What follows belongs to an exercise in optimizing a design on an open flow for small area, a short achievable clock period and few clock cycles; a production flow would make more cautious choices. Function was checked by simulation only, so behaviour that the tests miss may differ from the original. Power is estimated from default activity; no workload was simulated.

==> flow/design.v <==
function tp_(input [1:0] t); tp_ = t[0] & !t[1]; endfunction
function tn_(input [1:0] t); tn_ = t[1]; endfunction
function tz_(input [1:0] t); tz_ = !t[0]; endfunction
function [3:0] tfa(input [1:0] a, input [1:0] b, input cp, input ge);
	reg w2, w1, w0, wm1, wm2, c1, c0, cm, sp, sn, cpo, geo;
	begin
		w2 = tp_(a) & tp_(b);
		wm2 = tn_(a) & tn_(b);
		w1 = (tp_(a) & tz_(b)) | (tz_(a) & tp_(b));
		wm1 = (tn_(a) & tz_(b)) | (tz_(a) & tn_(b));
		w0 = !(w2 | wm2 | w1 | wm1);
		c1 = cp;
		c0 = ge & !cp;
		cm = !ge;
		sp = (w1 & c0) | (w0 & c1) | (w2 & cm) | (wm2 & c0) | (wm1 & cm);
		sn = (wm1 & c0) | (w0 & cm) | (wm2 & c1) | (w2 & c0) | (w1 & c1);
		cpo = (w2 & ge) | (w1 & cp);
		geo = !((wm2 & !cp) | (wm1 & !ge));
		tfa = {cpo, geo, sn, sp | sn};
	end
endfunction
`timescale 1ps / 1ps
`default_nettype none
module trisign #(parameter N = 9) (
	input wire [N-1:0] p,
	input wire [N-1:0] n,
	output wire pos,
	output wire neg
);
generate
	if (N == 1) begin : leaf
		assign pos = p[0];
		assign neg = n[0];
	end else begin : node
		localparam NL = N / 2;
		wire lp, ln, hp, hn;
		trisign #(.N(NL)) lo(.p(p[NL-1:0]), .n(n[NL-1:0]), .pos(lp), .neg(ln));
		trisign #(.N(N-NL)) hi(.p(p[N-1:NL]), .n(n[N-1:NL]), .pos(hp), .neg(hn));
		assign pos = hp | (!hn & lp);
		assign neg = hn | (!hp & ln);
	end
endgenerate
endmodule
`timescale 1ps / 1ps
`default_nettype none
module trimuldiv (
	input wire clk,
	input wire rst,
	input wire mul_start,
	input wire div_start,
	input wire [17:0] lhs,
	input wire [17:0] rhs,
	output wire mul_done,
	output wire [17:0] mul_res,
	output wire signed [1:0] mul_sf,
	output wire div_done,
	output wire div_by0,
	output wire [17:0] div_quo,
	output wire signed [1:0] div_quo_sf,
	output wire [17:0] div_rem,
	output wire signed [1:0] div_rem_sf
);
function tp_(input [1:0] t); tp_ = t[0] & !t[1]; endfunction
function tn_(input [1:0] t); tn_ = t[1]; endfunction
function tz_(input [1:0] t); tz_ = !t[0]; endfunction
function [3:0] tfa(input [1:0] a, input [1:0] b, input cp, input ge);
	reg w2, w1, w0, wm1, wm2, c1, c0, cm, sp, sn, cpo, geo;
	begin
		w2 = tp_(a) & tp_(b);
		wm2 = tn_(a) & tn_(b);
		w1 = (tp_(a) & tz_(b)) | (tz_(a) & tp_(b));
		wm1 = (tn_(a) & tz_(b)) | (tz_(a) & tn_(b));
		w0 = !(w2 | wm2 | w1 | wm1);
		c1 = cp;
		c0 = ge & !cp;
		cm = !ge;
		sp = (w1 & c0) | (w0 & c1) | (w2 & cm) | (wm2 & c0) | (wm1 & cm);
		sn = (wm1 & c0) | (w0 & cm) | (wm2 & c1) | (w2 & c0) | (w1 & c1);
		cpo = (w2 & ge) | (w1 & cp);
		geo = !((wm2 & !cp) | (wm1 & !ge));
		tfa = {cpo, geo, sn, sp | sn};
	end
endfunction
integer i;
reg [17:0] R;
reg [17:0] Q;
reg [17:0] D;
reg [3:0] cnt;
reg busy;
reg isdiv;
reg dm, dd;
reg dz;		 
reg first;	 
reg [1:0] S;	 
reg ng;		 
reg [1:0] QS;	 
reg [1:0] MS;	 
wire [1:0] qtop = Q[17:16];
wire tp = isdiv & tp_(qtop);
wire tn = isdiv & tn_(qtop);
wire [17:0] R1 = {R[15:0], tn, tp | tn};
wire [17:0] Q1 = {Q[15:0], 2'b00};
wire s_pos = tp_(S);
wire s_neg = tn_(S);
reg [8:0] q1p, q1n;
always @* begin
	for (i = 0; i < 9; i = i + 1) begin
		q1p[i] = tp_(Q1[2*i+:2]);
		q1n[i] = tn_(Q1[2*i+:2]);
	end
end
reg [8:0] dp, dn;
always @* begin
	for (i = 0; i < 9; i = i + 1) begin
		dp[i] = tp_(D[2*i+:2]);
		dn[i] = tn_(D[2*i+:2]);
	end
end
wire d_pos, d_neg;
trisign sgn_d(.p(dp), .n(dn), .pos(d_pos), .neg(d_neg));
wire q1_pos, q1_neg;
trisign sgn_q1(.p(q1p), .n(q1n), .pos(q1_pos), .neg(q1_neg));
reg [17:0] N;
always @* begin
	for (i = 0; i < 9; i = i + 1)
		N[2*i+:2] = {D[2*i+1] ^ (ng & D[2*i]), D[2*i]};
end
reg [17:0] L;
reg cp, ge;
reg [3:0] fa;
always @* begin
	cp = 0;
	ge = 1;
	for (i = 0; i < 9; i = i + 1) begin
		fa = tfa(R1[2*i+:2], N[2*i+:2], cp, ge);
		L[2*i+:2] = fa[1:0];
		cp = fa[3];
		ge = fa[2];
	end
end
reg [8:0] lp, ln, wp, wn;
always @* begin
	for (i = 0; i < 9; i = i + 1) begin
		lp[i] = tp_(L[2*i+:2]);
		ln[i] = tn_(L[2*i+:2]);
		wp[i] = (tp_(R1[2*i+:2]) & !ln[i]) | (lp[i] & !tn_(R1[2*i+:2]));
		wn[i] = (tn_(R1[2*i+:2]) & !lp[i]) | (ln[i] & !tp_(R1[2*i+:2]));
	end
end
wire l_pos, l_neg, w_pos, w_neg;
trisign sgn_l(.p(lp), .n(ln), .pos(l_pos), .neg(l_neg));
trisign sgn_w(.p(wp), .n(wn), .pos(w_pos), .neg(w_neg));
wire w_zero = !w_pos && !w_neg;
wire c_pos = s_pos & !first;
wire c_neg = s_neg & !first;
wire choose_div = (w_pos && c_pos) || (w_neg && c_neg)
	|| (w_zero && ((q1_pos && c_pos) || (q1_neg && c_neg)));
wire choose = isdiv ? choose_div : qtop[0];
wire qt_nz = isdiv && choose_div;
wire [1:0] qtrit_n = {qt_nz & !ng, qt_nz};
wire fd = first & isdiv;
wire ftp = tp_(qtop);
wire ftn = tn_(qtop);
wire d_hi0 = !(D[16] | D[14] | D[12] | D[10] | D[8] | D[6] | D[4]);
wire d_is1 = d_hi0 & !D[2] & D[0];
wire d_is2 = d_hi0 & D[2] & D[0] & (D[3] ^ D[1]);
wire f_tie = (q1_pos & ftp) | (q1_neg & ftn);
wire f_ch = (ftp | ftn) & (d_is1 | (d_is2 & f_tie));
wire [1:0] f_r0 = f_ch ? (d_is2 ? {ftp, 1'b1} : 2'b00) : qtop;
wire [1:0] f_qtrit = {f_ch & ((ftp & d_neg) | (ftn & d_pos)), f_ch};
wire [1:0] qtrit = fd ? f_qtrit : qtrit_n;
reg [9:0] dsuf;	 
reg r_small;
always @* begin
	dsuf[9] = 0;
	for (i = 8; i >= 0; i = i - 1)
		dsuf[i] = dsuf[i+1] | D[2*i];
	r_small = dsuf[3];
	for (i = 0; i < 9; i = i + 1)
		r_small = r_small & (!R[2*i] | (i + 4 <= 8 ? dsuf[(i + 4 <= 8) ? i + 4 : 9] : 1'b0));
end
wire skip = cnt != 0 && (isdiv ? (r_small || (!S[0] && !Q[14])) : (!Q[16] && !Q[14]));
wire last = cnt == 0 || (skip && cnt == 1);
wire [1:0] t_next = skip ? Q[13:12] : Q[15:14];
wire [17:0] R_sh2 = {R[13:0], isdiv ? Q[17:14] : 4'b0};
wire [17:0] R_alt = skip ? R_sh2 : fd ? {16'b0, f_r0} : R1;
wire [17:0] R_next = choose ? L : R_alt;
wire [17:0] Q_next = skip ? {Q[13:0], 4'b0} : {Q[15:0], qtrit};
wire tx = isdiv && !last;
wire txp = tx & tp_(t_next);
wire txn = tx & tn_(t_next);
wire sa_pos = l_pos | (!l_neg & txp);	 
wire sa_neg = l_neg | (!l_pos & txn);
wire sb_pos = s_pos | (!s_neg & txp);	 
wire sb_neg = s_neg | (!s_pos & txn);
wire sf_pos = tp_(f_r0) | (!tn_(f_r0) & txp);	 
wire sf_neg = tn_(f_r0) | (!tp_(f_r0) & txn);
wire k_pos = s_pos | (!s_neg & isdiv & tp_(Q[15:14]));	 
wire k_neg = s_neg | (!s_pos & isdiv & tn_(Q[15:14]));
wire sk_pos = k_pos | (!k_neg & txp);	 
wire sk_neg = k_neg | (!k_pos & txn);
wire so_pos = skip ? sk_pos : fd ? sf_pos : sb_pos;
wire so_neg = skip ? sk_neg : fd ? sf_neg : sb_neg;
wire sn_pos = choose ? sa_pos : so_pos;
wire sn_neg = choose ? sa_neg : so_neg;
wire ng_a = sa_pos ^ d_neg;
wire ng_o = so_pos ^ d_neg;
wire ng_next = isdiv ? (choose_div ? ng_a : ng_o) : t_next[1];
wire start = mul_start | div_start;
always @(posedge clk) begin
	if (busy) begin
		R <= R_next;
		Q <= Q_next;
		S <= {sn_neg, sn_pos | sn_neg};
		ng <= ng_next;
		if (!QS[0])
			QS <= qtrit;
		if (!MS[0])
			MS <= {(tp_(qtop) & d_neg) | (tn_(qtop) & d_pos),
				(tp_(qtop) & d_pos) | (tn_(qtop) & d_neg) | (tp_(qtop) & d_neg) | (tn_(qtop) & d_pos)};
		cnt <= cnt - (skip ? 4'd2 : 4'd1);
	end else begin
		R <= 0;
		Q <= lhs;
		D <= rhs;
		S <= div_start ? lhs[17:16] : 2'b00;
		ng <= lhs[17];
		QS <= 0;
		MS <= 0;
		isdiv <= div_start;
		cnt <= 8;
	end
	dz <= !d_pos & !d_neg;
	first <= !busy;
	if (rst) begin
		busy <= 0;
		dm <= 0;
		dd <= 0;
	end else begin
		busy <= busy ? !last : start;
		dm <= busy && last && !isdiv;
		dd <= busy && last && isdiv;
	end
end
assign mul_done = dm;
assign mul_res = R;
assign mul_sf = MS;
assign div_done = dd;
assign div_by0 = dz;
assign div_quo = Q;
assign div_rem = R;
assign div_quo_sf = QS;
assign div_rem_sf = S;
endmodule
Settings: LEC_CHECK=0, ABC_AREA=1, CAP_MARGIN=20, CORE_MARGIN=2, CORE_UTILIZATION=65, SLEW_MARGIN=20; clock period 17.0 ns.
standard.sh (not shown) runs the stock make flow with config.mk's settings and CLKGATE_MAP_FILE= SYNTH_SCRIPT=/design/flow/synth_recipe.tcl, a recipe that flattens the netlist after the stock synthesis.
==> flow/flow/run.sh <==
#!/bin/bash
# Standard layout with a small buffer on every port; the timing repairs aim
# for extra setup slack on the worst paths; a smaller clock tree without
# dummy loads; after global placement, stronger output buffers and
# stronger flip-flops driving them.
set -euo pipefail
HERE=$(pwd)
export BUFFER_PORTS_ARGS="-buffer_cell sky130_fd_sc_hd__buf_1"
export SETUP_SLACK_MARGIN=12.5
export TNS_END_PERCENT=0
export CTS_ARGS="-sink_clustering_enable -repair_clock_nets -dont_use_dummy_load -sink_clustering_size 30 -buf_list sky130_fd_sc_hd__clkbuf_8"
export POST_GLOBAL_PLACE_TCL=$HERE/flow/upsize_out.tcl
bash standard.sh > standard.log 2>&1
==> flow/flow/upsize_out.tcl <==
# Output ports: a stronger port buffer, and a stronger flip-flop driving it.
proc my_upsize_outputs {} {
  set nb 0
  set nf 0
  set block [ord::get_db_block]
  foreach bt [$block getBTerms] {
    if {[$bt getIoType] != "OUTPUT"} { continue }
    set net [$bt getNet]
    foreach it [$net getITerms] {
      if {![$it isOutputSignal]} { continue }
      set inst [$it getInst]
      if {[[$inst getMaster] getName] == "sky130_fd_sc_hd__buf_1"} {
        replace_cell [get_cells [$inst getName]] sky130_fd_sc_hd__buf_2
        incr nb
      }
      foreach it2 [$inst getITerms] {
        if {![$it2 isInputSignal]} { continue }
        set n2 [$it2 getNet]
        if {$n2 == "NULL"} { continue }
        foreach it3 [$n2 getITerms] {
          if {![$it3 isOutputSignal]} { continue }
          set i3 [$it3 getInst]
          if {[regexp {^sky130_fd_sc_hd__dfxtp_1$} [[$i3 getMaster] getName]]} {
            replace_cell [get_cells [$i3 getName]] sky130_fd_sc_hd__dfxtp_2
            incr nf
          }
        }
      }
    }
  }
  puts "my_upsize_outputs: $nb buffers, $nf flip-flops"
}
my_upsize_outputs
Testbench counts at the start, summed over its fixed seeds: cycles 28,495.
Rerun with:
--- a/flow/design.v
+++ b/flow/design.v
@@ -170,22 +170,27 @@
 wire [1:0] f_qtrit = {f_ch & ((ftp & d_neg) | (ftn & d_pos)), f_ch};
 wire [1:0] qtrit = fd ? f_qtrit : qtrit_n;
 reg [9:0] dsuf;	 
-reg r_small;
+reg r_small, r_tiny;
 always @* begin
 	dsuf[9] = 0;
 	for (i = 8; i >= 0; i = i - 1)
 		dsuf[i] = dsuf[i+1] | D[2*i];
 	r_small = dsuf[3];
-	for (i = 0; i < 9; i = i + 1)
+	r_tiny = dsuf[4];
+	for (i = 0; i < 9; i = i + 1) begin
 		r_small = r_small & (!R[2*i] | (i + 4 <= 8 ? dsuf[(i + 4 <= 8) ? i + 4 : 9] : 1'b0));
-end
-wire skip = cnt != 0 && (isdiv ? (r_small || (!S[0] && !Q[14])) : (!Q[16] && !Q[14]));
-wire last = cnt == 0 || (skip && cnt == 1);
-wire [1:0] t_next = skip ? Q[13:12] : Q[15:14];
+		r_tiny = r_tiny & (!R[2*i] | (i + 5 <= 8 ? dsuf[(i + 5 <= 8) ? i + 5 : 9] : 1'b0));
+	end
+end
+wire skip3 = cnt > 1 && (isdiv ? r_tiny : (!Q[16] && !Q[14] && !Q[12]));
+wire skip = !skip3 && cnt != 0 && (isdiv ? (r_small || (!S[0] && !Q[14])) : (!Q[16] && !Q[14]));
+wire last = cnt == 0 || (skip && cnt == 1) || (skip3 && cnt == 2);
+wire [1:0] t_next = skip3 ? Q[11:10] : skip ? Q[13:12] : Q[15:14];
 wire [17:0] R_sh2 = {R[13:0], isdiv ? Q[17:14] : 4'b0};
-wire [17:0] R_alt = skip ? R_sh2 : fd ? {16'b0, f_r0} : R1;
+wire [17:0] R_sh3 = {R[11:0], isdiv ? Q[17:12] : 6'b0};
+wire [17:0] R_alt = skip3 ? R_sh3 : skip ? R_sh2 : fd ? {16'b0, f_r0} : R1;
 wire [17:0] R_next = choose ? L : R_alt;
-wire [17:0] Q_next = skip ? {Q[13:0], 4'b0} : {Q[15:0], qtrit};
+wire [17:0] Q_next = skip3 ? {Q[11:0], 6'b0} : skip ? {Q[13:0], 4'b0} : {Q[15:0], qtrit};
 wire tx = isdiv && !last;
 wire txp = tx & tp_(t_next);
 wire txn = tx & tn_(t_next);
@@ -197,10 +202,14 @@
 wire sf_neg = tn_(f_r0) | (!tp_(f_r0) & txn);
 wire k_pos = s_pos | (!s_neg & isdiv & tp_(Q[15:14]));	 
 wire k_neg = s_neg | (!s_pos & isdiv & tn_(Q[15:14]));
-wire sk_pos = k_pos | (!k_neg & txp);	 
-wire sk_neg = k_neg | (!k_pos & txn);
-wire so_pos = skip ? sk_pos : fd ? sf_pos : sb_pos;
-wire so_neg = skip ? sk_neg : fd ? sf_neg : sb_neg;
+wire k3_pos = k_pos | (!k_neg & isdiv & tp_(Q[13:12]));	 
+wire k3_neg = k_neg | (!k_pos & isdiv & tn_(Q[13:12]));
+wire kk_pos = skip3 ? k3_pos : k_pos;
+wire kk_neg = skip3 ? k3_neg : k_neg;
+wire sk_pos = kk_pos | (!kk_neg & txp);	 
+wire sk_neg = kk_neg | (!kk_pos & txn);
+wire so_pos = (skip | skip3) ? sk_pos : fd ? sf_pos : sb_pos;
+wire so_neg = (skip | skip3) ? sk_neg : fd ? sf_neg : sb_neg;
 wire sn_pos = choose ? sa_pos : so_pos;
 wire sn_neg = choose ? sa_neg : so_neg;
 wire ng_a = sa_pos ^ d_neg;
@@ -218,7 +227,7 @@
 		if (!MS[0])
 			MS <= {(tp_(qtop) & d_neg) | (tn_(qtop) & d_pos),
 				(tp_(qtop) & d_pos) | (tn_(qtop) & d_neg) | (tp_(qtop) & d_neg) | (tn_(qtop) & d_pos)};
-		cnt <= cnt - (skip ? 4'd2 : 4'd1);
+		cnt <= cnt - (skip3 ? 4'd3 : skip ? 4'd2 : 4'd1);
 	end else begin
 		R <= 0;
 		Q <= lhs;
Effect: Routed wire length came out higher by 14%. Global-route usage came out higher by 2.9 points. Critical path depth is unchanged. Via count came out higher by 10%. Final cell count came out higher by 3.7%. Maximum frequency came out lower by 1.1%. Design area came out higher by 6.8%. Power came out higher by 19%. Die area came out higher by 6.1%.
Testbench counts after the change, summed over its fixed seeds: cycles 26,400.

[port drivers added, routing unchanged]
How much do the figures lean on ideal ports? The routed layouts below were timed once more, with nothing changed but the port constraints. Step 1 (the two cells are an assumption about what drives the block):
set clk [get_ports {clk}]
set_driving_cell -lib_cell sky130_fd_sc_hd__clkbuf_16 $clk
set_driving_cell -lib_cell sky130_fd_sc_hd__buf_2 [delete_from_list [all_inputs] $clk]
Step 2, shift: input delay + t, output delay - t, t = (earliest + latest rising clock arrival at the registers) / 2. This alone moves slack from input paths to output paths. a / b / c = ideal ports / drivers / drivers and shift; a / b = the first two.
| run | shift t [ns] | setup slack, ns | worst hold slack (ns) | worst register clock-pin slew, ns |
|---|---|---|---|---|
| the first run | 0.369 | 12.680 / 12.646 / 12.865 | 0.497 / 0.497 / 0.497 | 0.08 / 0.08 |
| the second run | 0.386 | 12.634 / 12.598 / 12.801 | 0.490 / 0.490 / 0.490 | 0.08 / 0.08 |
After both steps every run listed still meets setup and hold.
